This is an optimization exercise on Yosys and OpenROAD, whose aim is small area, not a production implementation.
Where RTL was checked, it was by simulation tests only, not by an equivalence proof against the original.
No functional check of the RTL was part of runs 4 and 5.

--- flow/constraint.sdc ---
create_clock -name core_clock -period 5.5 [get_ports {clk}]
set_input_delay 1.1000 -clock core_clock [delete_from_list [all_inputs] [get_ports {clk}]]
set_output_delay 1.1000 -clock core_clock [all_outputs]
set_load 0.01 [all_outputs]
--- flow/design.v ---
`timescale 1ns / 1ps
module sliding_window #(
    parameter int DATA_WIDTH = 8,   
    parameter int IMG_WIDTH  = 28    
)(
    input  logic                   clk,
    input  logic                   rst_n,    
    input  logic                   i_valid,  
    input  logic [DATA_WIDTH-1:0]  i_data,   
    output logic                   o_valid,  
    output logic [8:0][DATA_WIDTH-1:0] o_window
);
    logic [IMG_WIDTH-1:0][DATA_WIDTH-1:0] line_buf_0;  
    logic [IMG_WIDTH-1:0][DATA_WIDTH-1:0] line_buf_1;  
    logic [2:0][2:0][DATA_WIDTH-1:0] window;
    logic [$clog2(IMG_WIDTH)-1:0] x_cnt;
    logic [$clog2(IMG_WIDTH)-1:0] y_cnt; 
    logic                         warmup_done; 
    always_ff @(posedge clk or negedge rst_n) begin
        if (!rst_n) begin
            x_cnt <= 0;
            y_cnt <= 0;
            o_valid <= 0;
            warmup_done <= 0;
            line_buf_0 <= '0;
            line_buf_1 <= '0;
            for (int r=0; r<3; r++) begin
                for (int c=0; c<3; c++) window[r][c] <= 0;
            end
        end
        else if (i_valid) begin
            line_buf_0 <= {line_buf_0[IMG_WIDTH-2:0], i_data};
            line_buf_1 <= {line_buf_1[IMG_WIDTH-2:0], line_buf_0[IMG_WIDTH-1]};
            window[0][0] <= line_buf_1[IMG_WIDTH-1]; 
            window[0][1] <= window[0][0];            
            window[0][2] <= window[0][1];
            window[1][0] <= line_buf_0[IMG_WIDTH-1]; 
            window[1][1] <= window[1][0];
            window[1][2] <= window[1][1];
            window[2][0] <= i_data;
            window[2][1] <= window[2][0];
            window[2][2] <= window[2][1];
            if (x_cnt == IMG_WIDTH - 1) begin
                x_cnt <= 0;
                y_cnt <= y_cnt + 1; 
                if (y_cnt >= 2) warmup_done <= 1; 
            end
            else begin
                x_cnt <= x_cnt + 1;
            end
            if ((warmup_done || y_cnt >= 2) && x_cnt >= 2) 
                o_valid <= 1;
            else
                o_valid <= 0;
        end 
        else begin
            o_valid <= 0;
        end
    end
    always_comb begin
        o_window[0] = window[0][2]; o_window[1] = window[0][1]; o_window[2] = window[0][0];
        o_window[3] = window[1][2]; o_window[4] = window[1][1]; o_window[5] = window[1][0];
        o_window[6] = window[2][2]; o_window[7] = window[2][1]; o_window[8] = window[2][0];
    end
endmodule
`timescale 1ns / 1ps
module conv_mac #(
    parameter int DATA_WIDTH = 8,
    parameter int OUT_WIDTH  = 32  
)(
    input  logic                   clk,
    input  logic                   rst_n,
    input  logic                   i_valid,  
    input  logic [8:0][DATA_WIDTH-1:0] i_window,
    input  logic [8:0][7:0]        i_weights,
    output logic                   o_valid,
    output logic signed [OUT_WIDTH-1:0] o_result
);
    logic [8:0][OUT_WIDTH-1:0]   mult_results;
    logic                        valid_stage1;
    always_ff @(posedge clk or negedge rst_n) begin
        if (!rst_n) begin
            valid_stage1 <= 0;
            for(int i=0; i<9; i++) mult_results[i] <= 0;
        end
        else begin
            valid_stage1 <= i_valid;
            if (i_valid) begin
                for(int i=0; i<9; i++) begin
                    mult_results[i] <= $signed({1'b0, i_window[i]}) * $signed(i_weights[i]);
                end
            end
        end
    end
    always_ff @(posedge clk or negedge rst_n) begin
        if (!rst_n) begin
            o_valid <= 0;
            o_result <= 0;
        end
        else begin
            o_valid <= valid_stage1;
            if (valid_stage1) begin
                o_result <= mult_results[0] + mult_results[1] + mult_results[2] +
                            mult_results[3] + mult_results[4] + mult_results[5] +
                            mult_results[6] + mult_results[7] + mult_results[8];
            end
        end
    end
endmodule
`timescale 1ns / 1ps
module cnn_top #(
    parameter int DATA_WIDTH = 8,
    parameter int OUT_WIDTH  = 32,
    parameter int IMG_WIDTH  = 28   
)(
    input  logic                   clk,
    input  logic                   rst_n,
    input  logic [DATA_WIDTH-1:0]  s_axis_tdata,    
    input  logic                   s_axis_tvalid,   
    output logic                   s_axis_tready,   
    output logic [OUT_WIDTH-1:0]   m_axis_tdata,    
    output logic                   m_axis_tvalid,   
    input  logic                   m_axis_tready,   
    output logic                   m_axis_tlast     
);
    logic                  win_valid;
    logic [8:0][DATA_WIDTH-1:0] win_data;
    logic [8:0][7:0]       weights;
    assign s_axis_tready = 1'b1; 
    assign m_axis_tlast  = 1'b0;  
    assign weights[0] = -8'sd1; assign weights[1] = -8'sd1; assign weights[2] = -8'sd1;
    assign weights[3] = -8'sd1; assign weights[4] =  8'sd8; assign weights[5] = -8'sd1;
    assign weights[6] = -8'sd1; assign weights[7] = -8'sd1; assign weights[8] = -8'sd1;
    sliding_window #(
        .DATA_WIDTH(DATA_WIDTH),
        .IMG_WIDTH(IMG_WIDTH)
    ) u_sliding_window (
        .clk(clk),
        .rst_n(rst_n),
        .i_valid(s_axis_tvalid),   
        .i_data(s_axis_tdata),     
        .o_valid(win_valid),
        .o_window(win_data)
    );
    conv_mac #(
        .DATA_WIDTH(DATA_WIDTH),
        .OUT_WIDTH(OUT_WIDTH)
    ) u_conv_mac (
        .clk(clk),
        .rst_n(rst_n),
        .i_valid(win_valid),
        .i_window(win_data),
        .i_weights(weights),       
        .o_valid(m_axis_tvalid),   
        .o_result(m_axis_tdata)    
    );
endmodule
--- flow/config.mk ---
export PLATFORM = sky130hd
export DESIGN_NAME = cnn_top
export DESIGN_NICKNAME = cnn_top
export VERILOG_FILES = /design/flow/design.v
export SDC_FILE = /design/flow/constraint.sdc
export NUM_CORES = 4
export LEC_CHECK = 0
export CAP_MARGIN = 20
export CORE_MARGIN = 2
export CORE_UTILIZATION = 40
export SLEW_MARGIN = 20
--- flow/run.sh ---
#!/bin/bash
# synth_recipe.tcl (not shown) runs the flow's synth.tcl, then flattens the netlist and writes it again
# the make line also repeats each setting of config.mk as NAME=value (left out here)
make -C /OpenROAD-flow-scripts/flow DESIGN_CONFIG=/design/flow/config.mk WORK_HOME=/design/flow/orfs CLKGATE_MAP_FILE= SYNTH_SCRIPT=/design/flow/synth_recipe.tcl finish
==> impl_results.html, run 1 <==
<table>
<tr><th>Metric</th><th>Value</th></tr>
<tr><th colspan="2">GRT</th></tr>
<tr><td>Number of antenna violations at the first check in global routing</td><td>0</td></tr>
<tr><td>Wire length of the first global-routing pass</td><td>86,400 um</td></tr>
<tr><td>Number of global-route vias before repair</td><td>16,900</td></tr>
<tr><td>Global-route usage over all layers</td><td>0.140</td></tr>
<tr><td>Total congestion overflow after global routing</td><td>0</td></tr>
<tr><td>Maximum number of pins on one net before global-route repair</td><td>158</td></tr>
<tr><th colspan="2">Layout</th></tr>
<tr><td>Fill cell total of the finished layout</td><td>6,467</td></tr>
<tr><td>Post-layout nets</td><td>2,433</td></tr>
<tr><td>Highest-count cells in the layout ignoring fill and taps</td><td>dfrtp_1, mux2_2, inv_1</td></tr>
<tr><td>Ant diodes</td><td>0</td></tr>
<tr><td>Area growth from synthesis to final layout</td><td>13.0%</td></tr>
<tr><td>Share of post-route cells with drive strength above 1</td><td>0.280</td></tr>
<tr><td>Most frequent standard cell in the layout excluding fill and tap cells</td><td>dfrtp_1</td></tr>
<tr><th colspan="2">Critical path</th></tr>
<tr><td>Worst setup path category</td><td>reg -&gt; reg</td></tr>
<tr><td>CP Buf/Inv Count</td><td>5</td></tr>
<tr><td>Req. time, crit path</td><td>5.99 ns</td></tr>
<tr><td>Launching element type of the critical path</td><td>flip-flop</td></tr>
<tr><td>Kind of cell adding the most delay to the critical path</td><td>adder cells</td></tr>
<tr><td>Beginning of the worst register-to-register path</td><td>u_conv_mac.mult_results[2]</td></tr>
<tr><td>Crit-path max FO</td><td>6</td></tr>
<tr><td>CP max stage cell</td><td>fa_1</td></tr>
<tr><td>Worst reg-to-reg path cell count</td><td>17</td></tr>
<tr><td>Critical Path Sink Type</td><td>flip-flop</td></tr>
<tr><td>Number of stages on the worst setup path</td><td>17</td></tr>
<tr><td>Critical Path Source</td><td>u_conv_mac.mult_results[2]</td></tr>
<tr><td>Slowest Stage Delay on Critical Path</td><td>0.57 ns</td></tr>
<tr><td>Signal arrival time at the worst endpoint</td><td>5.34 ns</td></tr>
<tr><td>Worst-path cell chain</td><td>inv_1, fa_1, inv_1, fa_1, fa_1, inv_1, fa_1, inv_1, ha_1, inv_1, fa_1, nor2b_1, o31ai_1, a21oi_2, a41oi_2, xnor2_1, mux2_2</td></tr>
<tr><th colspan="2">Floorplan</th></tr>
<tr><td>Die outline height</td><td>275 um</td></tr>
<tr><td>Die ar.</td><td>75,400 sq um</td></tr>
<tr><td>Number of I/O pins</td><td>47</td></tr>
<tr><td>CORE AREA</td><td>72,700 sq um</td></tr>
<tr><td>Die boundary width</td><td>275 um</td></tr>
<tr><td>Number of placement rows</td><td>99</td></tr>
<tr><td>Starting density of the core</td><td>0.403</td></tr>
<tr><th colspan="2">Drt</th></tr>
<tr><td>Remaining number of nets flagged by the antenna check after routing</td><td>0</td></tr>
<tr><td>Number of detailed-routing iterations run before antenna repair</td><td>5</td></tr>
<tr><td>WL/cell</td><td>15.6 um</td></tr>
<tr><td>Overall routed net length</td><td>50,900 um</td></tr>
<tr><td>Via density per instance</td><td>4.89</td></tr>
<tr><td>Initial drt markers</td><td>872</td></tr>
<tr><td>Via count of the routed design</td><td>16,000</td></tr>
<tr><td>Number of design rule violations left after detail routing</td><td>0</td></tr>
<tr><th colspan="2">Logic synthesis</th></tr>
<tr><td>Number of enable-type register cells in the synthesized netlist</td><td>0</td></tr>
<tr><td>Most used flip-flop cell after synthesis</td><td>dfrtp_1</td></tr>
<tr><td>Gate count after technology mapping</td><td>2,212</td></tr>
<tr><td>Number of synthesized register bits</td><td>646</td></tr>
<tr><td>Cell variety after synth</td><td>62</td></tr>
<tr><td>Synth async-reset ratio</td><td>1.00</td></tr>
<tr><td>Cell types with the largest area share after synthesis</td><td>dfrtp_1, mux2_2, fa_1</td></tr>
<tr><td>Area share of the largest cell type after synthesis</td><td>0.552</td></tr>
<tr><td>Cell accounting for the most synthesized area</td><td>dfrtp_1</td></tr>
<tr><td>Netlist area before placement</td><td>29,300 sq um</td></tr>
<tr><td>Number of synthesis warnings</td><td>2</td></tr>
<tr><td>Portion of the post-synthesis area used by sequential elements</td><td>0.552</td></tr>
<tr><td>Number of nets produced by synthesis</td><td>2,393</td></tr>
<tr><td>Mean instance size in the synthesized netlist</td><td>13.2 sq um</td></tr>
<tr><th colspan="2">Job</th></tr>
<tr><td>Max-capacitance violation count</td><td>0</td></tr>
<tr><th colspan="2">Timing</th></tr>
<tr><td>Worst Max-Slew Pin Slew</td><td>0.805 ns</td></tr>
<tr><td>RSZ-0062 raised after global routing</td><td>no</td></tr>
<tr><td>Period Utilization, post-route</td><td>0.883</td></tr>
<tr><td>Number of setup violations in the final report</td><td>0</td></tr>
<tr><td>Shortest period the worst path allows</td><td>4.86 ns</td></tr>
<tr><td>Achievable Freq</td><td>0.206 GHz</td></tr>
<tr><td>Hold Vio Cnt, Final</td><td>0</td></tr>
<tr><td>Worst clock skew</td><td>0.0237 ns</td></tr>
<tr><td>Max_slew headroom</td><td>0.463</td></tr>
<tr><td>Number of pins with negative max-slew slack in the final report</td><td>0</td></tr>
<tr><td>TNS Setup</td><td>0 ns</td></tr>
<tr><th colspan="2">CTS</th></tr>
<tr><td>Htree depth</td><td>3</td></tr>
<tr><td>TritonCTS Buffers</td><td>71</td></tr>
<tr><td>Root Buffer</td><td>clkbuf_16</td></tr>
<tr><td>Post-cts sizing count</td><td>0</td></tr>
<tr><td>Clock sink count</td><td>646</td></tr>
<tr><td>Number of buffers added to fix hold violations after cts</td><td>0</td></tr>
<tr><td>Later-pin clock latency in the skew report</td><td>0.62 ns</td></tr>
<tr><td>Clock tree from TritonCTS</td><td>built</td></tr>
<tr><td>Clock Pin Slew Worst Setup and Hold Paths</td><td>0.06 ns</td></tr>
<tr><td>Buffers inserted during post-CTS setup optimization</td><td>0</td></tr>
<tr><td>Clk buf depth</td><td>3</td></tr>
<tr><th colspan="2">Outcome</th></tr>
<tr><td>Status</td><td>complete, no violations</td></tr>
<tr><th colspan="2">Place</th></tr>
<tr><td>HPWL after detailed placement</td><td>34,100 um</td></tr>
<tr><td>GP Congestion</td><td>0.860</td></tr>
<tr><td># port buffers</td><td>43</td></tr>
<tr><th colspan="2">Hold path</th></tr>
<tr><td>Startpoint of the lowest-slack hold path</td><td>u_sliding_window.line_buf_1[216]</td></tr>
<tr><td>Cell count of the worst hold path</td><td>2</td></tr>
<tr><td>Hold/Removal Path Class</td><td>reg -&gt; reg</td></tr>
</table>
## through the flow
stage / setup slack [ns] / instances / cell area (sq um) / util / hold WS (ns)
2_1_floorplan: 1.12 / 2212 / 29300 / - / 0.372
3_3_place_gp: 0.633 / 3137 / 30800 / 0.423 / 0.464
3_5_place_dp: 0.649 / 3137 / 30800 / 0.423 / 0.466
4_1_cts: 0.624 / 3265 / 33100 / 0.455 / 0.479
5_1_grt: 0.324 / 3266 / 33100 / 0.455 / 0.490
6_report: 0.643 / 3266 / 33100 / 0.455 / 0.473
## metal layers
| layer | part of all wire | GRT usage |
|---|---|---|
| met5 | 0 | 0 |
| met4 | 0.032 | 0.0512 |
| met3 | 0.031 | 0.0272 |
| met2 | 0.48 | 0.228 |
| met1 | 0.46 | 0.188 |
## cell usage after synthesis (27+ instances only)
library cell	count
o21ai_0	128
nor2_1	43
dfrtp_1	646
xnor2_1	44
fa_1	114
nand2_1	97
buf_2	36
clkbuf_1	51
inv_1	268
a21oi_1	27
mux2_2	505
ha_1	55
## final timing paths
check / to / slack (ns)
max: u_conv_mac.o_result[16] / 0.64
min reg2reg: u_sliding_window.window[0] / 0.47
min: u_sliding_window.window[0] / 0.47
min in group asynchronous: u_conv_mac.o_result[26] / 0.55
max reg2reg: u_conv_mac.o_result[16] / 0.64
max in group asynchronous: u_sliding_window.line_buf_0[121] / 3.68
## area by class of cell
cell class	instances	area, sq um	area share
Sequential cell	646	16200	0.488
Multi-Input combinational cell	1205	11700	0.354
Clock buffer	106	2050	0.0619
Tap cell	959	1200	0.0362
Inverter	268	1010	0.0304
Timing Repair Buffer	60	676	0.0204
Clock inverter	22	275	0.00831
## flip-flops by register name (all words and copies together), names as in the netlist
signal and cells:
u_sliding_window.line_buf_1 200, u_sliding_window.x_cnt 5, u_sliding_window.warmup_done 1, u_sliding_window.line_buf_0 201
u_conv_mac.valid_stage1 1, u_conv_mac.mult_results 128, u_sliding_window.o_valid 1, u_sliding_window.window 71
u_conv_mac.o_valid 1, u_conv_mac.o_result 32, u_sliding_window.y_cnt 5
## cell families (layout without fill, tap and decap cells)
family,count (synthesis),count (layout),synth area share
simple gates,243,243,0.0395
flops,646,646,0.552
compound gates,224,224,0.0463
xor+xnor,54,54,0.0161
other cells,2,2,0.000256
fa+ha+maj,169,169,0.101
buf+inv,361,456,0.0480
mux,513,513,0.197
## worst register-to-register path, cell delays in order (launching register included)
cell and delay [ns]:
dfrtp_1 0.32, inv_1 0.06, fa_1 0.57, inv_1 0.07, fa_1 0.55, fa_1 0.56, inv_1 0.05, fa_1 0.46
inv_1 0.07, ha_1 0.19, inv_1 0.06, fa_1 0.41, nor2b_1 0.17, o31ai_1 0.12, a21oi_2 0.35, a41oi_2 0.28
xnor2_1 0.18, mux2_2 0.26
==> run 2, diff against run 1 <==
==> flow/design.v (replaced) <==
`timescale 1ns / 1ps
module sliding_window #(
    parameter int DATA_WIDTH = 8,
    parameter int IMG_WIDTH  = 28,
    parameter int DEPTH      = 2*IMG_WIDTH + 2
)(
    input  logic                              clk,
    input  logic                              rst_n,
    input  logic                              i_valid,
    input  logic [DATA_WIDTH-1:0]             i_data,
    output logic                              o_ready,    
    output logic [DEPTH-1:0][DATA_WIDTH-1:0]  o_hist
);
    logic [DEPTH-1:0][DATA_WIDTH-1:0] hist;
    logic [4:0] x_cnt;       
    logic [1:0] y_cnt;       
    always_ff @(posedge clk) begin
        if (i_valid)
            hist <= {hist[DEPTH-2:0], i_data};
    end
    wire x_last = x_cnt[4] & x_cnt[3] & x_cnt[1] & x_cnt[0];    
    always_ff @(posedge clk or negedge rst_n) begin
        if (!rst_n) begin
            x_cnt <= '0;
            y_cnt <= '0;
        end else if (i_valid) begin
            if (x_last) begin
                x_cnt <= '0;
                if (!y_cnt[1]) y_cnt <= y_cnt + 2'd1;
            end else begin
                x_cnt <= x_cnt + 5'd1;
            end
        end
    end
    assign o_ready = y_cnt[1] & (x_cnt[4] | x_cnt[3] | x_cnt[2] | x_cnt[1]);
    assign o_hist  = hist;
endmodule
`timescale 1ns / 1ps
module conv_mac #(
    parameter int DATA_WIDTH = 8,
    parameter int IMG_WIDTH  = 28,
    parameter int DEPTH      = 2*IMG_WIDTH + 2
)(
    input  logic [DATA_WIDTH-1:0]             i_px,
    input  logic [DEPTH-1:0][DATA_WIDTH-1:0]  i_hist,    
    output logic [11:0]                       o_result
);
    localparam int W = IMG_WIDTH;
    logic [10:0] nsum;    
    assign nsum = 11'(i_hist[2*W+1]) + 11'(i_hist[2*W]) + 11'(i_hist[2*W-1])
                + 11'(i_hist[W+1])   + 11'(i_hist[W-1])
                + 11'(i_hist[1])     + 11'(i_hist[0]);
    assign o_result = {1'b0, i_hist[W], 3'b000} - {1'b0, nsum} - 12'(i_px);
endmodule
`timescale 1ns / 1ps
module cnn_top #(
    parameter int DATA_WIDTH = 8,
    parameter int OUT_WIDTH  = 32,
    parameter int IMG_WIDTH  = 28
)(
    input  logic                   clk,
    input  logic                   rst_n,
    input  logic [DATA_WIDTH-1:0]  s_axis_tdata,
    input  logic                   s_axis_tvalid,
    output logic                   s_axis_tready,
    output logic [OUT_WIDTH-1:0]   m_axis_tdata,
    output logic                   m_axis_tvalid,
    input  logic                   m_axis_tready,
    output logic                   m_axis_tlast
);
    localparam int DEPTH = 2*IMG_WIDTH + 2;
    logic                              win_ready;
    logic [DEPTH-1:0][DATA_WIDTH-1:0]  hist;
    logic [11:0]                       result;
    assign s_axis_tready = 1'b1;
    assign m_axis_tlast  = 1'b0;
    sliding_window #(
        .DATA_WIDTH(DATA_WIDTH),
        .IMG_WIDTH(IMG_WIDTH),
        .DEPTH(DEPTH)
    ) u_sliding_window (
        .clk(clk),
        .rst_n(rst_n),
        .i_valid(s_axis_tvalid),
        .i_data(s_axis_tdata),
        .o_ready(win_ready),
        .o_hist(hist)
    );
    conv_mac #(
        .DATA_WIDTH(DATA_WIDTH),
        .IMG_WIDTH(IMG_WIDTH),
        .DEPTH(DEPTH)
    ) u_conv_mac (
        .i_px(s_axis_tdata),
        .i_hist(hist),
        .o_result(result)
    );
    assign m_axis_tvalid = s_axis_tvalid & win_ready;
    assign m_axis_tdata  = {{(OUT_WIDTH-12){result[11]}}, result};
endmodule
==> run 2 against run 1 <==
Critical path depth rose by 11. Synthesized area fell by 43%. Critical endpoint is now m_axis_tdata[16]. Largest cell class unchanged. Now fails the layout checks on negative setup slack. Die area fell by 43%. Register-to-register slack improved by 3.7 ns.
==> impl_results.html, run 2 <==
<table>
<tr><th>Metric</th><th>Value</th></tr>
<tr><th colspan="2">Place</th></tr>
<tr><td>Pre-CTS worst setup slack</td><td>-1.66 ns</td></tr>
<tr><td>HPWL after detailed placement</td><td>12,700 um</td></tr>
<tr><td>Post-Place Cells</td><td>1,396</td></tr>
<tr><td># port buffers</td><td>43</td></tr>
<tr><td>GP Congestion</td><td>0.768</td></tr>
<tr><th colspan="2">Layout</th></tr>
<tr><td>Ant diodes</td><td>0</td></tr>
<tr><td>Share of post-route cells with drive strength above 1</td><td>0.242</td></tr>
<tr><td>Most flop-heavy register</td><td>u_sliding_window.hist</td></tr>
<tr><td>Area growth from synthesis to final layout</td><td>19.8%</td></tr>
<tr><td>Post-layout nets</td><td>1,007</td></tr>
<tr><td>Most frequent standard cell in the layout excluding fill and tap cells</td><td>edfxtp_1</td></tr>
<tr><td>Highest-count cells in the layout ignoring fill and taps</td><td>edfxtp_1, inv_1, buf_4</td></tr>
<tr><td>Biggest registers after layout</td><td>u_sliding_window.hist: 464 flops, u_sliding_window.x_cnt: 5 flops, u_sliding_window.y_cnt: 2 flops</td></tr>
<tr><td>Number of flip-flops under the largest register name</td><td>464</td></tr>
<tr><td>Number of standard cells in the final layout excluding fillers</td><td>1,488</td></tr>
<tr><th colspan="2">Logic synthesis</th></tr>
<tr><td>Cell with the most instances after synthesis</td><td>edfxtp_1</td></tr>
<tr><td>Mean instance size in the synthesized netlist</td><td>21.1 sq um</td></tr>
<tr><td>Cell variety after synth</td><td>38</td></tr>
<tr><td>Gate count after technology mapping</td><td>788</td></tr>
<tr><td>Number of enable-type register cells in the synthesized netlist</td><td>464</td></tr>
<tr><td>Number of synthesized register bits</td><td>471</td></tr>
<tr><td>Portion of the post-synthesis area used by sequential elements</td><td>0.848</td></tr>
<tr><td>Number of nets produced by synthesis</td><td>874</td></tr>
<tr><td>Most used flip-flop cell after synthesis</td><td>edfxtp_1</td></tr>
<tr><td>Cell accounting for the most synthesized area</td><td>edfxtp_1</td></tr>
<tr><td>Cell types with the largest area share after synthesis</td><td>edfxtp_1, fa_1, ha_1</td></tr>
<tr><td>Netlist area before placement</td><td>16,600 sq um</td></tr>
<tr><td>Area share of the largest cell type after synthesis</td><td>0.838</td></tr>
<tr><td>Most common library cells after synthesis</td><td>edfxtp_1, inv_1, fa_1</td></tr>
<tr><td>Synth async-reset ratio</td><td>0.0149</td></tr>
<tr><td>Number of synthesis warnings</td><td>1</td></tr>
<tr><th colspan="2">Floorplan</th></tr>
<tr><td>Die outline height</td><td>208 um</td></tr>
<tr><td>Number of I/O pins</td><td>47</td></tr>
<tr><td>CORE AREA</td><td>40,900 sq um</td></tr>
<tr><td>Die boundary width</td><td>208 um</td></tr>
<tr><td>Starting density of the core</td><td>0.406</td></tr>
<tr><td>Die ar.</td><td>43,200 sq um</td></tr>
<tr><td>Number of placement rows</td><td>74</td></tr>
<tr><th colspan="2">Timing</th></tr>
<tr><td>RSZ-0062 raised after global routing</td><td>yes</td></tr>
<tr><td>Hold Vio Cnt, Final</td><td>0</td></tr>
<tr><td>Period Utilization, post-route</td><td>1.33</td></tr>
<tr><td>Worst Slack Setup Final</td><td>-1.84 ns</td></tr>
<tr><td>Number of setup violations in the final report</td><td>30</td></tr>
<tr><td>Worst clock skew</td><td>0.0157 ns</td></tr>
<tr><td>Achievable Freq</td><td>0.136 GHz</td></tr>
<tr><td>TNS Setup</td><td>-49.69 ns</td></tr>
<tr><td>Number of pins with negative max-slew slack in the final report</td><td>0</td></tr>
<tr><td>Max_slew headroom</td><td>0.343</td></tr>
<tr><td>Shortest period the worst path allows</td><td>7.34 ns</td></tr>
<tr><td>Worst Max-Slew Pin Slew</td><td>0.985 ns</td></tr>
<tr><th colspan="2">CTS</th></tr>
<tr><td>Clk buf depth</td><td>3</td></tr>
<tr><td>Root Buffer</td><td>clkbuf_16</td></tr>
<tr><td>TritonCTS Buffers</td><td>44</td></tr>
<tr><td>Clock Pin Slew Worst Setup and Hold Paths</td><td>0.06 ns</td></tr>
<tr><td>Htree depth</td><td>2</td></tr>
<tr><td>Later-pin clock latency in the skew report</td><td>0.55 ns</td></tr>
<tr><td>Clock sink count</td><td>471</td></tr>
<tr><td>Number of buffers added to fix hold violations after cts</td><td>0</td></tr>
<tr><td>Clock tree from TritonCTS</td><td>built</td></tr>
<tr><th colspan="2">Critical path</th></tr>
<tr><td>Crit-path max FO</td><td>10</td></tr>
<tr><td>CP max stage cell</td><td>fa_1</td></tr>
<tr><td>Cell seen most often among critical-path stages</td><td>fa_1</td></tr>
<tr><td>Launching element type of the critical path</td><td>flip-flop</td></tr>
<tr><td>Critical Path Sink Type</td><td>output port</td></tr>
<tr><td>Signal arrival time at the worst endpoint</td><td>6.24 ns</td></tr>
<tr><td>Worst setup path category</td><td>reg -&gt; out</td></tr>
<tr><td>Req. time, crit path</td><td>4.40 ns</td></tr>
<tr><td>Slowest Stage Delay on Critical Path</td><td>0.55 ns</td></tr>
<tr><th colspan="2">GRT</th></tr>
<tr><td>Total congestion overflow after global routing</td><td>0</td></tr>
<tr><td>Global-route usage over all layers</td><td>0.106</td></tr>
<tr><td>Maximum number of pins on one net before global-route repair</td><td>196</td></tr>
<tr><td>Wire length of the first global-routing pass</td><td>36,200 um</td></tr>
<tr><td>Number of antenna violations at the first check in global routing</td><td>1</td></tr>
<tr><td>Number of global-route vias before repair</td><td>6,703</td></tr>
<tr><th colspan="2">Drt</th></tr>
<tr><td>Via density per instance</td><td>4.45</td></tr>
<tr><td>Remaining number of nets flagged by the antenna check after routing</td><td>0</td></tr>
<tr><td>Initial drt markers</td><td>479</td></tr>
<tr><td>Number of detailed-routing iterations run before antenna repair</td><td>6</td></tr>
<tr><td>WL/cell</td><td>15.1 um</td></tr>
<tr><td>Via count of the routed design</td><td>6,615</td></tr>
<tr><td>Overall routed net length</td><td>22,400 um</td></tr>
<tr><td>Number of design rule violations left after detail routing</td><td>0</td></tr>
<tr><th colspan="2">Job</th></tr>
<tr><td>Max-capacitance violation count</td><td>0</td></tr>
<tr><th colspan="2">Outcome</th></tr>
<tr><td>Layout violations</td><td>negative setup slack</td></tr>
<tr><td>Status</td><td>failed layout checks</td></tr>
<tr><th colspan="2">Hold path</th></tr>
<tr><td>Hold/Removal Path Class</td><td>reg -&gt; reg</td></tr>
</table>
[run 2: cell count changes in the layout (fill, tap and decap cells not counted), moves of 77 or more]
cell / before / now
o21ai_0: 128 / 5
nand2_1: 97 / 17
mux2_2: 505 / 1
fa_1: 114 / 37
edfxtp_1: 0 / 464
dfrtp_1: 645 / 7
inv_1: 268 / 90
[run 2: layout make-up]
cell class	instances	area, sq um
fillers	3371	21000
flip-flops and latches	471	14100
multi-input cells	197	2400
clock buffers	55	1170
repair buffers	109	963
well taps	532	666
inverters	98	368
clock inverters	26	259
[run 2: what timing repair did]
item | CTS | global route
setup buffers | 10 | 0
gates resized for setup | 153 | 9
setup endpoints to repair | 31 | 31
pin swaps | 25 | 20
gates cloned | 2 | 0
[run 2: worst paths after layout]
path	cells past startpoint	slack, ns	endpoint	from
setup / recovery	28	-1.84	m_axis_tdata[16]	u_sliding_window.hist[448]
hold / removal	0	0.41	u_sliding_window.hist[324]	u_sliding_window.hist[316]
setup reg to reg	5	4.33	u_sliding_window.x_cnt[4]	u_sliding_window.x_cnt[0]
hold reg to reg	0	0.41	u_sliding_window.hist[324]	u_sliding_window.hist[316]
max in group asynchronous	1	4.46	u_sliding_window.x_cnt[2]	rst_n
min in group asynchronous	1	0.81	u_sliding_window.x_cnt[3]	rst_n
[run 2: logic make-up after synthesis]
logic type	share of synthesized area
DFF	0.848
and+or+nand+nor	0.0182
buffers and inverters	0.0320
muxes	0.000677
adders and majority gates	0.0733
AOI/OAI and AO/OA	0.0145
xor gates and xnor gates	0.0126
other	0.000451
[run 2: metal layers]
metal	vias up	track usage	part of all wire
li1	3138	-	-
met1	3352	0.162	0.51
met2	90	0.149	0.43
met3	35	0.0249	0.042
met4	0	0.0333	0.019
met5	-	0	0
[run 2: worst max-delay path: cells and delay by family, from the launching register on]
kind | cells | cell delay (ns)
compound gates | 6 | 0.75
xor+xnor | 3 | 0.58
fa+ha+maj | 8 | 2.96
buf+inv | 7 | 0.58
flops | 1 | 0.35
simple gates | 4 | 0.47
[run 2: stage by stage]
| step | hold slack [ns] | util | instance area (sq um) |
|---|---|---|---|
| finish | 0.412 | 0.487 | 19900 |
| global route | 0.421 | 0.487 | 19900 |
| CTS | 0.414 | 0.486 | 19900 |
| detailed placement | 0.405 | 0.447 | 18300 |
| global placement | 0.400 | 0.447 | 18300 |
| floorplan | 0.400 | - | 17000 |
==> run 3, diff against run 2 <==
--- a/flow/design.v
+++ b/flow/design.v
@@ -42,14 +42,22 @@
     parameter int DEPTH      = 2*IMG_WIDTH + 2
 )(
+    input  logic                              clk,
+    input  logic                              rst_n,
+    input  logic                              i_valid,
     input  logic [DATA_WIDTH-1:0]             i_px,
     input  logic [DEPTH-1:0][DATA_WIDTH-1:0]  i_hist,    
+    output logic                              o_valid,
     output logic [11:0]                       o_result
 );
     localparam int W = IMG_WIDTH;
-    logic [10:0] nsum;    
+    logic [10:0] nsum;
     assign nsum = 11'(i_hist[2*W+1]) + 11'(i_hist[2*W]) + 11'(i_hist[2*W-1])
                 + 11'(i_hist[W+1])   + 11'(i_hist[W-1])
-                + 11'(i_hist[1])     + 11'(i_hist[0]);
-    assign o_result = {1'b0, i_hist[W], 3'b000} - {1'b0, nsum} - 12'(i_px);
+                + 11'(i_hist[1])     + 11'(i_hist[0]) + 11'(i_px);
+    always_ff @(posedge clk)
+        o_result <= {1'b0, i_hist[W], 3'b000} - {1'b0, nsum};
+    always_ff @(posedge clk or negedge rst_n)
+        if (!rst_n) o_valid <= 1'b0;
+        else        o_valid <= i_valid;
 endmodule
 `timescale 1ns / 1ps
@@ -92,9 +100,12 @@
         .DEPTH(DEPTH)
     ) u_conv_mac (
+        .clk(clk),
+        .rst_n(rst_n),
+        .i_valid(s_axis_tvalid & win_ready),
         .i_px(s_axis_tdata),
         .i_hist(hist),
+        .o_valid(m_axis_tvalid),
         .o_result(result)
     );
-    assign m_axis_tvalid = s_axis_tvalid & win_ready;
-    assign m_axis_tdata  = {{(OUT_WIDTH-12){result[11]}}, result};
+    assign m_axis_tdata = {{(OUT_WIDTH-12){result[11]}}, result};
 endmodule
==> run 3 against run 2 <==
First-iteration DRC count up 5.6%. Worst hold slack about the same. Critical path type is now reg -> reg. Core utilization down 1.1 points. Sequential share of layout area up 2.6 points. Still fails the layout checks on negative setup slack. Synthesized area up 0.62%. Via count down 3.2%. Routed wire length down 1.1%. Maximum frequency up 28%. Count of clock-buffer cells in the layout up 1. Register-to-register slack worse by 4.6 ns.
==> impl_results.html, run 3 <==
<table>
<tr><th>Metric</th><th>Value</th></tr>
<tr><th colspan="2">Timing</th></tr>
<tr><td>Hold Vio Cnt, Final</td><td>0</td></tr>
<tr><td>Worst Hold Margin</td><td>0.412 ns</td></tr>
<tr><td>Shortest period the worst path allows</td><td>5.72 ns</td></tr>
<tr><td>Number of pins with negative max-slew slack in the final report</td><td>0</td></tr>
<tr><td>Worst Max-Slew Pin Slew</td><td>0.688 ns</td></tr>
<tr><td>RSZ-0062 raised after global routing</td><td>yes</td></tr>
<tr><td>Number of setup violations in the final report</td><td>3</td></tr>
<tr><td>Worst Slack Setup Final</td><td>-0.221 ns</td></tr>
<tr><td>Period Utilization, post-route</td><td>1.04</td></tr>
<tr><td>Worst clock skew</td><td>0.0234 ns</td></tr>
<tr><td>Achievable Freq</td><td>0.175 GHz</td></tr>
<tr><td>Max_slew headroom</td><td>0.541</td></tr>
<tr><th colspan="2">Logic synthesis</th></tr>
<tr><td>Cell types with the largest area share after synthesis</td><td>edfxtp_1, fa_1, ha_1</td></tr>
<tr><td>Number of nets produced by synthesis</td><td>842</td></tr>
<tr><td>Number of synthesis warnings</td><td>2</td></tr>
<tr><td>Fraction of the mapped netlist area in adder cells</td><td>0.0713</td></tr>
<tr><td>Area share of the largest cell type after synthesis</td><td>0.832</td></tr>
<tr><td>Portion of the post-synthesis area used by sequential elements</td><td>0.859</td></tr>
<tr><td>Combinational family with the most area after synthesis</td><td>adder cells</td></tr>
<tr><td>Most common library cells after synthesis</td><td>edfxtp_1, inv_1, fa_1</td></tr>
<tr><td>Post-synthesis compound-gate area fraction</td><td>0.0168</td></tr>
<tr><td>XOR/XNOR Fraction of Synth Area</td><td>0.0136</td></tr>
<tr><td>Gate count after technology mapping</td><td>758</td></tr>
<tr><td>Netlist area before placement</td><td>16,700 sq um</td></tr>
<tr><td>Cell with the most instances after synthesis</td><td>edfxtp_1</td></tr>
<tr><td>Multiplexer fraction of the synthesized cell area</td><td>0.000673</td></tr>
<tr><td>Area share of and/or/nand/nor cells after synthesis</td><td>0.0132</td></tr>
<tr><td>Number of synthesized register bits</td><td>484</td></tr>
<tr><td>Cell variety after synth</td><td>40</td></tr>
<tr><td>Number of enable-type register cells in the synthesized netlist</td><td>464</td></tr>
<tr><td>Mean instance size in the synthesized netlist</td><td>22.1 sq um</td></tr>
<tr><td>Most used flip-flop cell after synthesis</td><td>edfxtp_1</td></tr>
<tr><td>Synth async-reset ratio</td><td>0.0165</td></tr>
<tr><td>Cell accounting for the most synthesized area</td><td>edfxtp_1</td></tr>
<tr><th colspan="2">Floorplan</th></tr>
<tr><td>Die boundary width</td><td>209 um</td></tr>
<tr><td>Number of I/O pins</td><td>47</td></tr>
<tr><td>Die ar.</td><td>43,500 sq um</td></tr>
<tr><td>Die outline height</td><td>209 um</td></tr>
<tr><td>CORE AREA</td><td>41,100 sq um</td></tr>
<tr><td>Number of placement rows</td><td>74</td></tr>
<tr><td>Starting density of the core</td><td>0.407</td></tr>
<tr><th colspan="2">Critical path</th></tr>
<tr><td>Kind of cell adding the most delay to the critical path</td><td>adder cells</td></tr>
<tr><td>Signal arrival time at the worst endpoint</td><td>6.19 ns</td></tr>
<tr><td>Launching element type of the critical path</td><td>flip-flop</td></tr>
<tr><td>Req. time, crit path</td><td>5.97 ns</td></tr>
<tr><td>Crit-path max FO</td><td>4</td></tr>
<tr><td>Critical Path Sink Type</td><td>flip-flop</td></tr>
<tr><td>Worst setup path category</td><td>reg -&gt; reg</td></tr>
<tr><td>Worst-path cell chain</td><td>ha_2, inv_2, fa_2, nor2b_2, o21ai_2, a21oi_2, a211oi_2, xnor2_2, fa_1, inv_1, fa_1, fa_1, fa_1, inv_1, ha_4, nand3_1, o211ai_1, nor2_1, xor2_1, ha_1, a21o_1, a21o_1, a221oi_2, xnor2_1</td></tr>
<tr><td>CP max stage cell</td><td>fa_1</td></tr>
<tr><td>Cell seen most often among critical-path stages</td><td>fa_1</td></tr>
<tr><td>CP Buf/Inv Count</td><td>3</td></tr>
<tr><td>Slowest Stage Delay on Critical Path</td><td>0.51 ns</td></tr>
<tr><th colspan="2">Drt</th></tr>
<tr><td>Number of detailed-routing iterations run before antenna repair</td><td>4</td></tr>
<tr><td>Via density per instance</td><td>4.48</td></tr>
<tr><td>Remaining number of nets flagged by the antenna check after routing</td><td>0</td></tr>
<tr><td>Initial drt markers</td><td>506</td></tr>
<tr><td>Overall routed net length</td><td>22,200 um</td></tr>
<tr><td>Via count of the routed design</td><td>6,405</td></tr>
<tr><td>WL/cell</td><td>15.5 um</td></tr>
<tr><td>Number of design rule violations left after detail routing</td><td>0</td></tr>
<tr><th colspan="2">Layout</th></tr>
<tr><td>Fill cell total of the finished layout</td><td>3,407</td></tr>
<tr><td>Post-layout nets</td><td>945</td></tr>
<tr><td>Area growth from synthesis to final layout</td><td>17.0%</td></tr>
<tr><td>Share of post-route cells with drive strength above 1</td><td>0.157</td></tr>
<tr><td>Most flop-heavy register</td><td>u_sliding_window.hist</td></tr>
<tr><td>Utilization of the core after routing</td><td>0.476</td></tr>
<tr><td>Biggest registers after layout</td><td>u_sliding_window.hist: 464 flops, u_conv_mac.o_result: 12 flops, u_sliding_window.x_cnt: 5 flops</td></tr>
<tr><td>Most frequent standard cell in the layout excluding fill and tap cells</td><td>edfxtp_1</td></tr>
<tr><td>Number of flip-flops under the largest register name</td><td>464</td></tr>
<tr><td>Highest-count cells in the layout ignoring fill and taps</td><td>edfxtp_1, inv_1, clkbuf_16</td></tr>
<tr><th colspan="2">GRT</th></tr>
<tr><td>Global-route usage over all layers</td><td>0.103</td></tr>
<tr><td>Maximum number of pins on one net before global-route repair</td><td>123</td></tr>
<tr><td>Wire length of the first global-routing pass</td><td>35,200 um</td></tr>
<tr><td>Number of antenna violations at the first check in global routing</td><td>2</td></tr>
<tr><td>Number of global-route vias before repair</td><td>6,406</td></tr>
<tr><td>Total congestion overflow after global routing</td><td>0</td></tr>
<tr><th colspan="2">Place</th></tr>
<tr><td># port buffers</td><td>43</td></tr>
<tr><td>Pre-CTS worst setup slack</td><td>-0.684 ns</td></tr>
<tr><td>HPWL after detailed placement</td><td>12,100 um</td></tr>
<tr><td>GP Congestion</td><td>0.713</td></tr>
<tr><th colspan="2">CTS</th></tr>
<tr><td>TritonCTS Buffers</td><td>45</td></tr>
<tr><td>Root Buffer</td><td>clkbuf_16</td></tr>
<tr><td>Clock Pin Slew Worst Setup and Hold Paths</td><td>0.06 ns</td></tr>
<tr><td>Later-pin clock latency in the skew report</td><td>0.55 ns</td></tr>
<tr><td>Clk buf depth</td><td>3</td></tr>
<tr><td>Clock tree from TritonCTS</td><td>built</td></tr>
<tr><td>Htree depth</td><td>2</td></tr>
<tr><td>Clock sink count</td><td>484</td></tr>
<tr><th colspan="2">Outcome</th></tr>
<tr><td>Layout violations</td><td>negative setup slack</td></tr>
<tr><td>Status</td><td>failed layout checks</td></tr>
<tr><th colspan="2">Hold path</th></tr>
<tr><td>Hold/Removal Path Class</td><td>reg -&gt; reg</td></tr>
<tr><th colspan="2">Job</th></tr>
<tr><td>Max-capacitance violation count</td><td>0</td></tr>
</table>
==> run 3: cell count changes after synthesis, moves of 2 or more <==
cell,delta
nand3_1,-3
o21bai_1,+2
a21o_1,+4
a21oi_2,-2
inv_1,-30
ha_1,-2
nor3_1,-3
nor2_1,-4
nand2_1,-7
dfxtp_1,+12
==> run 3: cell type report <==
cell class              instances  area [sq um]  area share
diodes                          1          2.50    0.000128
flip-flops and latches        484         14400       0.734
well taps                     532           666      0.0340
repair buffers                 78           747      0.0381
clock buffers                  56          1210      0.0618
inverters                      68           255      0.0130
clock inverters                27           189     0.00965
multi-input cells             184          2140       0.109
==> run 3: timing repair <==
action,in CTS,in global routing
gates resized for setup,21,10
setup endpoints to repair,6,6
pin swaps,35,20
buffers inserted,3,2
hold buffers,0,0
==> run 3: worst paths after layout <==
kind	startpoint	to	slack (ns)	depth (start not counted)
worst max register to register	u_sliding_window.hist[448]	u_conv_mac.o_result[10]	-0.22	24
min in group asynchronous	rst_n	u_sliding_window.x_cnt[1]	0.82	1
worst min-delay path	u_sliding_window.hist[256]	u_sliding_window.hist[264]	0.41	0
worst max-delay path	u_sliding_window.hist[448]	u_conv_mac.o_result[10]	-0.22	24
max in group asynchronous	rst_n	u_sliding_window.x_cnt[4]	4.43	1
worst min register to register	u_sliding_window.hist[256]	u_sliding_window.hist[264]	0.41	0
==> run 3: logic make-up after synthesis <==
logic type | after synthesis
DFF | 484
buffers and inverters | 90
adders and majority gates | 72
and+or+nand+nor | 42
AOI/OAI and AO/OA | 41
xor gates and xnor gates | 26
other | 2
muxes | 1
==> run 3: metal layers <==
metal | wire, um | part of all wire | track usage | vias to the layer above
li1 | - | - | - | 3030
met1 | 11300 | 0.51 | 0.161 | 3250
met2 | 9540 | 0.43 | 0.142 | 88
met3 | 921 | 0.042 | 0.0257 | 37
met4 | 408 | 0.018 | 0.0328 | 0
met5 | 0 | 0 | 0 | -
==> run 3: metrics by stage <==
stage	cell area [sq um]	TNS (ns)	instances
finish	19600	-0.555	1430
detailed placement	18000	-3.39	1342
floorplan	16800	0	758
global route	19600	-1.64	1429
global placement	18000	-3.35	1342
CTS	19500	-0.599	1427
==> run 4, diff against run 3 <==
--- a/flow/design.v
+++ b/flow/design.v
@@ -3,5 +3,5 @@
     parameter int DATA_WIDTH = 8,
     parameter int IMG_WIDTH  = 28,
-    parameter int DEPTH      = 2*IMG_WIDTH + 2
+    parameter int DEPTH      = 2*IMG_WIDTH
 )(
     input  logic                              clk,
@@ -40,9 +40,10 @@
     parameter int DATA_WIDTH = 8,
     parameter int IMG_WIDTH  = 28,
-    parameter int DEPTH      = 2*IMG_WIDTH + 2
+    parameter int DEPTH      = 2*IMG_WIDTH
 )(
     input  logic                              clk,
     input  logic                              rst_n,
-    input  logic                              i_valid,
+    input  logic                              i_beat,    
+    input  logic                              i_valid,   
     input  logic [DATA_WIDTH-1:0]             i_px,
     input  logic [DEPTH-1:0][DATA_WIDTH-1:0]  i_hist,    
@@ -51,8 +52,13 @@
 );
     localparam int W = IMG_WIDTH;
+    logic [8:0] t0, t1, t2;
+    assign t0 = 9'(i_px) + 9'(i_hist[2*W-1]);
+    always_ff @(posedge clk)
+        if (i_beat) begin
+            t1 <= t0;
+            t2 <= t1;
+        end
     logic [10:0] nsum;
-    assign nsum = 11'(i_hist[2*W+1]) + 11'(i_hist[2*W]) + 11'(i_hist[2*W-1])
-                + 11'(i_hist[W+1])   + 11'(i_hist[W-1])
-                + 11'(i_hist[1])     + 11'(i_hist[0]) + 11'(i_px);
+    assign nsum = 11'(t0) + 11'(t1) + 11'(t2) + 11'(i_hist[W-1]) + 11'(i_hist[W+1]);
     always_ff @(posedge clk)
         o_result <= {1'b0, i_hist[W], 3'b000} - {1'b0, nsum};
@@ -77,5 +83,5 @@
     output logic                   m_axis_tlast
 );
-    localparam int DEPTH = 2*IMG_WIDTH + 2;
+    localparam int DEPTH = 2*IMG_WIDTH;
     logic                              win_ready;
     logic [DEPTH-1:0][DATA_WIDTH-1:0]  hist;
@@ -102,4 +108,5 @@
         .clk(clk),
         .rst_n(rst_n),
+        .i_beat(s_axis_tvalid),
         .i_valid(s_axis_tvalid & win_ready),
         .i_px(s_axis_tdata),
--- a/flow/config.mk
+++ b/flow/config.mk
@@ -8,4 +8,5 @@
 export CAP_MARGIN = 20
 export CORE_MARGIN = 2
-export CORE_UTILIZATION = 40
+export CORE_UTILIZATION = 70
+export CTS_BUF_LIST = sky130_fd_sc_hd__clkbuf_4 sky130_fd_sc_hd__clkbuf_8
 export SLEW_MARGIN = 20
==> run 4 against run 3 <==
The layout still fails its checks (negative setup slack). Clock skew is 0.0035 ns lower. Final area grew 0.26%. Synthesized cell count up 0.79%. Critical path depth up 1. Sequential share of layout area increased by 0.12 points. Routed wire length grew 3.5%. Die area decreased by 43%. Count of clock-buffer cells in the layout is 35 higher. Global-route usage increased by 8.2 points. Largest cell class unchanged.
==> impl_results.html, run 4 <==
<table>
<tr><th>Metric</th><th>Value</th></tr>
<tr><th colspan="2">Timing</th></tr>
<tr><td>Worst Hold Margin</td><td>0.410 ns</td></tr>
<tr><td>Worst Slack Setup Final</td><td>-0.204 ns</td></tr>
<tr><td>RSZ-0062 raised after global routing</td><td>yes</td></tr>
<tr><td>Period Utilization, post-route</td><td>1.04</td></tr>
<tr><td>Shortest period the worst path allows</td><td>5.70 ns</td></tr>
<tr><td>Max_slew headroom</td><td>0.417</td></tr>
<tr><td>Number of pins with negative max-slew slack in the final report</td><td>0</td></tr>
<tr><td>Hold Vio Cnt, Final</td><td>0</td></tr>
<tr><td>Number of setup violations in the final report</td><td>4</td></tr>
<tr><td>Worst clock skew</td><td>0.0199 ns</td></tr>
<tr><td>Achievable Freq</td><td>0.175 GHz</td></tr>
<tr><td>Worst Max-Slew Pin Slew</td><td>0.874 ns</td></tr>
<tr><th colspan="2">Drt</th></tr>
<tr><td>Remaining number of nets flagged by the antenna check after routing</td><td>0</td></tr>
<tr><td>Via density per instance</td><td>5.28</td></tr>
<tr><td>WL/cell</td><td>17.5 um</td></tr>
<tr><td>Overall routed net length</td><td>22,900 um</td></tr>
<tr><td>Number of design rule violations left after detail routing</td><td>0</td></tr>
<tr><td>Initial drt markers</td><td>494</td></tr>
<tr><td>Number of detailed-routing iterations run before antenna repair</td><td>5</td></tr>
<tr><td>Via count of the routed design</td><td>6,906</td></tr>
<tr><th colspan="2">Hold path</th></tr>
<tr><td>Hold/Removal Path Class</td><td>reg -&gt; reg</td></tr>
<tr><th colspan="2">Layout</th></tr>
<tr><td>Biggest registers after layout</td><td>u_sliding_window.hist: 448 flops, u_conv_mac.o_result: 12 flops</td></tr>
<tr><td>Share of post-route cells with drive strength above 1</td><td>0.247</td></tr>
<tr><td>Highest-count cells in the layout ignoring fill and taps</td><td>edfxtp_1, clkbuf_8, buf_4</td></tr>
<tr><td>Most frequent standard cell in the layout excluding fill and tap cells</td><td>edfxtp_1</td></tr>
<tr><td>Area growth from synthesis to final layout</td><td>18.2%</td></tr>
<tr><td>Number of flip-flops under the largest register name</td><td>448</td></tr>
<tr><td>Fill cell total of the finished layout</td><td>1,083</td></tr>
<tr><td>Utilization of the core after routing</td><td>0.839</td></tr>
<tr><td>Most flop-heavy register</td><td>u_sliding_window.hist</td></tr>
<tr><td>Ant diodes</td><td>0</td></tr>
<tr><td>Post-layout nets</td><td>1,007</td></tr>
<tr><th colspan="2">GRT</th></tr>
<tr><td>Total congestion overflow after global routing</td><td>0</td></tr>
<tr><td>Number of antenna violations at the first check in global routing</td><td>0</td></tr>
<tr><td>Wire length of the first global-routing pass</td><td>34,700 um</td></tr>
<tr><td>Maximum number of pins on one net before global-route repair</td><td>120</td></tr>
<tr><td>Number of global-route vias before repair</td><td>6,970</td></tr>
<tr><td>Global-route usage over all layers</td><td>0.185</td></tr>
<tr><th colspan="2">Critical path</th></tr>
<tr><td>Launching element type of the critical path</td><td>input port</td></tr>
<tr><td>Worst setup path category</td><td>in -&gt; reg</td></tr>
<tr><td>Req. time, crit path</td><td>6.00 ns</td></tr>
<tr><td>CP max stage cell</td><td>fa_1</td></tr>
<tr><td>Signal arrival time at the worst endpoint</td><td>6.20 ns</td></tr>
<tr><td>Crit-path max FO</td><td>4</td></tr>
<tr><td>Slowest Stage Delay on Critical Path</td><td>0.49 ns</td></tr>
<tr><td>Critical Path Sink Type</td><td>flip-flop</td></tr>
<tr><td>Setup slack on the worst flop-to-flop path</td><td>0.02 ns</td></tr>
<tr><td>Cell seen most often among critical-path stages</td><td>buf_4</td></tr>
<tr><th colspan="2">CTS</th></tr>
<tr><td>Clock tree from TritonCTS</td><td>built</td></tr>
<tr><td>TritonCTS Buffers</td><td>73</td></tr>
<tr><td>Clock Pin Slew Worst Setup and Hold Paths</td><td>0.06 ns</td></tr>
<tr><td>Root Buffer</td><td>clkbuf_8</td></tr>
<tr><td>Htree depth</td><td>3</td></tr>
<tr><td>Clock sink count</td><td>486</td></tr>
<tr><td>Later-pin clock latency in the skew report</td><td>0.58 ns</td></tr>
<tr><td>Clk buf depth</td><td>3</td></tr>
<tr><th colspan="2">Job</th></tr>
<tr><td>Max-capacitance violation count</td><td>0</td></tr>
<tr><th colspan="2">Outcome</th></tr>
<tr><td>Status</td><td>failed layout checks</td></tr>
<tr><td>Layout violations</td><td>negative setup slack</td></tr>
<tr><th colspan="2">Logic synthesis</th></tr>
<tr><td>Cell accounting for the most synthesized area</td><td>edfxtp_1</td></tr>
<tr><td>Number of synthesized register bits</td><td>486</td></tr>
<tr><td>Mean instance size in the synthesized netlist</td><td>21.7 sq um</td></tr>
<tr><td>XOR/XNOR Fraction of Synth Area</td><td>0.0174</td></tr>
<tr><td>Post-synthesis compound-gate area fraction</td><td>0.0219</td></tr>
<tr><td>Most common library cells after synthesis</td><td>edfxtp_1, inv_1, ha_1</td></tr>
<tr><td>Cell variety after synth</td><td>39</td></tr>
<tr><td>Number of nets produced by synthesis</td><td>834</td></tr>
<tr><td>Gate count after technology mapping</td><td>764</td></tr>
<tr><td>Cell with the most instances after synthesis</td><td>edfxtp_1</td></tr>
<tr><td>Combinational family with the most area after synthesis</td><td>adder cells</td></tr>
<tr><td>Fraction of the mapped netlist area in adder cells</td><td>0.0518</td></tr>
<tr><td>Portion of the post-synthesis area used by sequential elements</td><td>0.869</td></tr>
<tr><td>Synth async-reset ratio</td><td>0.0165</td></tr>
<tr><td>Cell types with the largest area share after synthesis</td><td>edfxtp_1, ha_1, fa_1</td></tr>
<tr><td>Number of synthesis warnings</td><td>2</td></tr>
<tr><td>Netlist area before placement</td><td>16,600 sq um</td></tr>
<tr><td>Number of enable-type register cells in the synthesized netlist</td><td>466</td></tr>
<tr><td>Multiplexer fraction of the synthesized cell area</td><td>0.000678</td></tr>
<tr><td>Area share of the largest cell type after synthesis</td><td>0.843</td></tr>
<tr><td>Most used flip-flop cell after synthesis</td><td>edfxtp_1</td></tr>
<tr><td>Area share of and/or/nand/nor cells after synthesis</td><td>0.0165</td></tr>
<tr><th colspan="2">Floorplan</th></tr>
<tr><td>Number of I/O pins</td><td>47</td></tr>
<tr><td>Die boundary width</td><td>158 um</td></tr>
<tr><td>Starting density of the core</td><td>0.709</td></tr>
<tr><td>CORE AREA</td><td>23,400 sq um</td></tr>
<tr><td>Die ar.</td><td>25,000 sq um</td></tr>
<tr><td>Die outline height</td><td>158 um</td></tr>
<tr><td>Number of placement rows</td><td>56</td></tr>
<tr><th colspan="2">Place</th></tr>
<tr><td># port buffers</td><td>43</td></tr>
<tr><td>GP Congestion</td><td>0.781</td></tr>
<tr><td>HPWL after detailed placement</td><td>11,800 um</td></tr>
</table>
==> run 4: changes by cell type in the layout (fill, tap and decap cells not counted), moves of 6 or more <==
cell / previous run / this run
buf_4: 29 / 72
clkbuf_1: 9 / 0
clkbuf_16: 47 / 0
clkbuf_4: 0 / 15
clkbuf_8: 0 / 76
clkinv_1: 8 / 24
clkinv_2: 13 / 6
fa_1: 38 / 15
ha_4: 5 / 13
inv_1: 64 / 46
xnor2_1: 11 / 17
==> run 4: kinds of logic (layout without fill, tap and decap cells) <==
logic type,Yosys count,in the layout
AO/OA/AOI/OAI,55,55
XOR/XNOR,33,33
adder cells (fa/ha/maj),58,58
buffers and inverters,75,301
flip-flops,486,486
multiplexers,1,1
other,2,2
AND/OR/NAND/NOR,54,54
==> run 4: final timing paths <==
check,start,to,cells past startpoint
max in group asynchronous,rst_n,u_sliding_window.y_cnt[0],1
hold reg to reg,u_sliding_window.hist[278],u_sliding_window.hist[286],0
setup / recovery,s_axis_tdata[1],u_conv_mac.o_result[11],25
min in group asynchronous,rst_n,u_sliding_window.y_cnt[1],1
hold / removal,u_sliding_window.hist[278],u_sliding_window.hist[286],0
setup reg to reg,u_sliding_window.hist[440],u_conv_mac.o_result[11],26
==> run 4: layout make-up <==
type	count	area (sq um)	area share
sequential	486	14400	0.735
multi-input combinational	203	2200	0.112
clock buffer	91	1160	0.0590
timing repair buffer	120	1040	0.0532
tap	319	399	0.0203
clock inverter	37	201	0.0103
inverter	53	199	0.0101
==> run 4: what timing repair did <==
| item | in CTS | in global routing |
|---|---|---|
| setup buffers | 7 | 9 |
| pin swaps | 23 | 45 |
| gates resized for setup | 34 | 42 |
| endpoints found under the setup margin | 6 | 5 |
| endpoints found under the hold margin | 0 | 0 |
| hold buffers | 0 | 0 |
==> run 4: metal layers <==
metal  vias up  wire length (um)  global-route usage
met4         0               391              0.0751
met2       167             10800               0.271
li1       3239                 -                   -
met1      3467             10700               0.280
met5         -                 0                   0
met3        33              1100              0.0405
==> run 4: critical path, delay by kind of cell <==
kind            cells  cell delay (ns)
compound gates      8             1.74
xor+xnor            3             0.33
fa+ha+maj           6             2.02
buf+inv             6             0.73
simple gates        2             0.24
==> run 4: through the flow <==
step	setup TNS (ns)	setup slack (ns)	area [sq um]	std cells
4_1_cts	-0.385	-0.206	19300	1301
3_5_place_dp	-8.40	-1.40	17800	1166
6_report	-0.638	-0.204	19600	1309
3_3_place_gp	-7.64	-1.23	17800	1166
2_1_floorplan	-1.51	-0.484	16700	764
5_1_grt	-1.51	-0.385	19600	1309
==> run 5, diff against run 4 <==
--- a/flow/config.mk
+++ b/flow/config.mk
@@ -9,4 +9,3 @@
 export CORE_MARGIN = 2
 export CORE_UTILIZATION = 70
-export CTS_BUF_LIST = sky130_fd_sc_hd__clkbuf_4 sky130_fd_sc_hd__clkbuf_8
 export SLEW_MARGIN = 20
==> run 5 against run 4 <==
Still fails the layout checks on negative setup slack. Core utilization up 0.67 points. Global-route usage up 4.2 points. Non-clock buffer count up 3.
==> impl_results.html, run 5 <==
<table>
<tr><th>Metric</th><th>Value</th></tr>
<tr><th colspan="2">Layout</th></tr>
<tr><td>Most flop-heavy register</td><td>u_sliding_window.hist</td></tr>
<tr><td>Biggest registers after layout</td><td>u_sliding_window.hist: 448 flops, u_conv_mac.o_result: 12 flops</td></tr>
<tr><td>Utilization of the core after routing</td><td>0.846</td></tr>
<tr><td>Area growth from synthesis to final layout</td><td>19.2%</td></tr>
<tr><td>Number of standard cells in the final layout excluding fillers</td><td>1,266</td></tr>
<tr><td>Number of flip-flops under the largest register name</td><td>448</td></tr>
<tr><td>Highest-count cells in the layout ignoring fill and taps</td><td>edfxtp_1, buf_4, clkbuf_16</td></tr>
<tr><td>Share of post-route cells with drive strength above 1</td><td>0.229</td></tr>
<tr><td>Most frequent standard cell in the layout excluding fill and tap cells</td><td>edfxtp_1</td></tr>
<tr><th colspan="2">Place</th></tr>
<tr><td># port buffers</td><td>43</td></tr>
<tr><td>HPWL after detailed placement</td><td>11,800 um</td></tr>
<tr><td>Post-Place Cells</td><td>1,166</td></tr>
<tr><th colspan="2">CTS</th></tr>
<tr><td>TritonCTS Buffers</td><td>45</td></tr>
<tr><td>Clock tree from TritonCTS</td><td>built</td></tr>
<tr><td>Clock Pin Slew Worst Setup and Hold Paths</td><td>0.06 ns</td></tr>
<tr><td>Htree depth</td><td>2</td></tr>
<tr><td>Clk buf depth</td><td>3</td></tr>
<tr><th colspan="2">Logic synthesis</th></tr>
<tr><td>Most common library cells after synthesis</td><td>edfxtp_1, inv_1, ha_1</td></tr>
<tr><td>Mean instance size in the synthesized netlist</td><td>21.7 sq um</td></tr>
<tr><td>Portion of the post-synthesis area used by sequential elements</td><td>0.869</td></tr>
<tr><td>Number of synthesized register bits</td><td>486</td></tr>
<tr><td>Synth async-reset ratio</td><td>0.0165</td></tr>
<tr><td>Cell with the most instances after synthesis</td><td>edfxtp_1</td></tr>
<tr><td>Most used flip-flop cell after synthesis</td><td>edfxtp_1</td></tr>
<tr><td>Cell accounting for the most synthesized area</td><td>edfxtp_1</td></tr>
<tr><td>Cell variety after synth</td><td>39</td></tr>
<tr><td>Number of synthesis warnings</td><td>2</td></tr>
<tr><td>Number of nets produced by synthesis</td><td>834</td></tr>
<tr><th colspan="2">Critical path</th></tr>
<tr><td>Crit-path max FO</td><td>5</td></tr>
<tr><td>Critical Path Sink Type</td><td>flip-flop</td></tr>
<tr><td>Req. time, crit path</td><td>5.96 ns</td></tr>
<tr><td>Launching element type of the critical path</td><td>input port</td></tr>
<tr><td>Signal arrival time at the worst endpoint</td><td>6.35 ns</td></tr>
<tr><td>Worst setup path category</td><td>in -&gt; reg</td></tr>
<tr><th colspan="2">Hold path</th></tr>
<tr><td>Hold/Removal Path Class</td><td>reg -&gt; reg</td></tr>
<tr><th colspan="2">Floorplan</th></tr>
<tr><td>Number of I/O pins</td><td>47</td></tr>
<tr><td>Starting density of the core</td><td>0.709</td></tr>
<tr><td>Die ar.</td><td>25,000 sq um</td></tr>
<tr><td>Die boundary width</td><td>158 um</td></tr>
<tr><td>CORE AREA</td><td>23,400 sq um</td></tr>
<tr><td>Number of placement rows</td><td>56</td></tr>
<tr><th colspan="2">Drt</th></tr>
<tr><td>Via count of the routed design</td><td>7,143</td></tr>
<tr><td>Overall routed net length</td><td>28,200 um</td></tr>
<tr><td>Number of detailed-routing iterations run before antenna repair</td><td>5</td></tr>
<tr><td>Remaining number of nets flagged by the antenna check after routing</td><td>0</td></tr>
<tr><td>Number of design rule violations left after detail routing</td><td>0</td></tr>
<tr><td>WL/cell</td><td>22.3 um</td></tr>
<tr><th colspan="2">Timing</th></tr>
<tr><td>Number of pins with negative max-slew slack in the final report</td><td>0</td></tr>
<tr><td>Period Utilization, post-route</td><td>1.07</td></tr>
<tr><td>Worst clock skew</td><td>0.0236 ns</td></tr>
<tr><td>Number of setup violations in the final report</td><td>5</td></tr>
<tr><td>Hold Vio Cnt, Final</td><td>0</td></tr>
<tr><td>TNS Setup</td><td>-1.30 ns</td></tr>
<tr><td>Max_slew headroom</td><td>0.426</td></tr>
<tr><td>Worst Slack Setup Final</td><td>-0.390 ns</td></tr>
<tr><th colspan="2">Outcome</th></tr>
<tr><td>Layout violations</td><td>negative setup slack</td></tr>
<tr><td>Status</td><td>failed layout checks</td></tr>
<tr><th colspan="2">GRT</th></tr>
<tr><td>Wire length of the first global-routing pass</td><td>41,400 um</td></tr>
<tr><td>Global-route usage over all layers</td><td>0.227</td></tr>
<tr><td>Total congestion overflow after global routing</td><td>0</td></tr>
<tr><td>Maximum number of pins on one net before global-route repair</td><td>120</td></tr>
<tr><td>Number of antenna violations at the first check in global routing</td><td>0</td></tr>
<tr><th colspan="2">Job</th></tr>
<tr><td>Max-capacitance violation count</td><td>0</td></tr>
</table>
-- run 5: cell types whose count changed in the layout (fill, tap and decap cells not counted), sizes merged, moves of 2 or more --
| cell | change |
|---|---|
| clkinv | -11 |
| buf | +2 |
| dlygate4sd2 | +2 |
| clkbuf | -36 |
| bufinv | +2 |
| clkinvlp | -3 |
-- run 5: through the flow --
step           hold WS (ns)  instance area (sq um)
2_1_floorplan         0.400                  16700
3_3_place_gp          0.401                  17800
3_5_place_dp          0.405                  17800
4_1_cts               0.415                  19500
5_1_grt               0.422                  19800
6_report              0.412                  19800
-- run 5: path summary, 6_finish.rpt --
| check | cells past startpoint | from | endpoint | slack (ns) |
|---|---|---|---|---|
| setup / recovery | 24 | s_axis_tdata[4] | u_conv_mac.o_result[11] | -0.39 |
| hold / removal | 0 | u_sliding_window.hist[88] | u_sliding_window.hist[96] | 0.41 |
| setup reg to reg | 26 | u_sliding_window.hist[440] | u_conv_mac.o_result[11] | -0.17 |
| hold reg to reg | 0 | u_sliding_window.hist[88] | u_sliding_window.hist[96] | 0.41 |
| max in group asynchronous | 1 | rst_n | u_sliding_window.x_cnt[3] | 4.41 |
| min in group asynchronous | 1 | rst_n | u_sliding_window.x_cnt[2] | 0.83 |
-- run 5: final cells by class --
| cell class | count | area, sq um |
|---|---|---|
| Clock buffer | 57 | 1190 |
| Clock inverter | 25 | 236 |
| Fill cell | 995 | 3610 |
| Inverter | 53 | 199 |
| Multi-Input combinational cell | 203 | 2220 |
| Sequential cell | 486 | 14400 |
| Tap cell | 319 | 399 |
| Timing Repair Buffer | 123 | 1110 |
-- run 5: logic make-up (layout without fill, tap and decap cells) --
logic type / count (synthesis) / after routing / share of synthesized area
muxes: 1 / 1 / 0.000678
other: 2 / 2 / 0.000452
and+or+nand+nor: 54 / 54 / 0.0165
DFF: 486 / 486 / 0.869
buffers and inverters: 75 / 258 / 0.0219
adders and majority gates: 58 / 58 / 0.0518
xor gates and xnor gates: 33 / 33 / 0.0174
AOI/OAI and AO/OA: 55 / 55 / 0.0219
-- run 5: timing repair --
| item | in CTS | in global routing |
|---|---|---|
| gates cloned | 0 | 0 |
| pin swaps | 52 | 44 |
| buffers inserted | 13 | 6 |
| endpoints found under the setup margin | 8 | 6 |
| resized for setup | 55 | 37 |
-- run 5: critical path, cell delays in order --
cell	delay, ns
dlygate4sd2_1	0.33
ha_4	0.36
nand3_1	0.10
o211ai_1	0.26
buf_4	0.16
buf_4	0.12
nor4_4	0.05
nor3_2	0.21
xor2_1	0.28
ha_1	0.35
buf_4	0.16
buf_4	0.13
o211ai_1	0.24
xnor2_1	0.17
ha_1	0.26
ha_1	0.30
ha_1	0.39
o21ai_1	0.11
o21bai_1	0.25
xnor2_1	0.16
ha_1	0.28
buf_6	0.13
a221o_1	0.33
a21oi_1	0.11
-- run 5: per-layer routing --
metal  share of wire  track usage  vias to the layer above
li1                -            -                     3174
met1            0.41        0.312                     3585
met2            0.50        0.379                      296
met3           0.055       0.0381                       88
met4           0.032       0.0802                        0
met5               0            0                        -

## static timing again, ports no longer ideal
How much do the figures lean on ideal ports? The routed layouts below were timed once more, with nothing changed but the port constraints. Step 1 assumes that a clkbuf_16 drives the clock port and a buf_2 every other input. Step 2 moves the port delays by t, midway between the first and last clock arrival at a register: inputs arrive t later, outputs are due t later. That takes back most of the time a late clock gives input paths. Slacks: ideal / step 1 / step 2; pairs: ideal / step 1.
| run | shift t [ns] | setup WS [ns] | worst setup path after step 2 | latest minus earliest clock arrival (ns) |
|---|---|---|---|---|
| run 1 | 0.668 | 0.643 / 0.643 / 0.643 | register to register | 0.027 / 0.026 |
| run 2 | 0.591 | -1.838 / -1.888 / -1.296 | register to output | 0.017 / 0.017 |
| run 3 | 0.587 | -0.221 / -0.221 / -0.580 | input to register | 0.028 / 0.028 |
| run 4 | 0.616 | -0.204 / -0.184 / -0.800 | input to register | 0.026 / 0.026 |
| run 5 | 0.588 | -0.390 / -0.365 / -0.953 | input to register | 0.028 / 0.028 |
The setup slack of run 4, which loses most, moves by +0.020 ns with the drivers and by -0.596 ns with both steps.
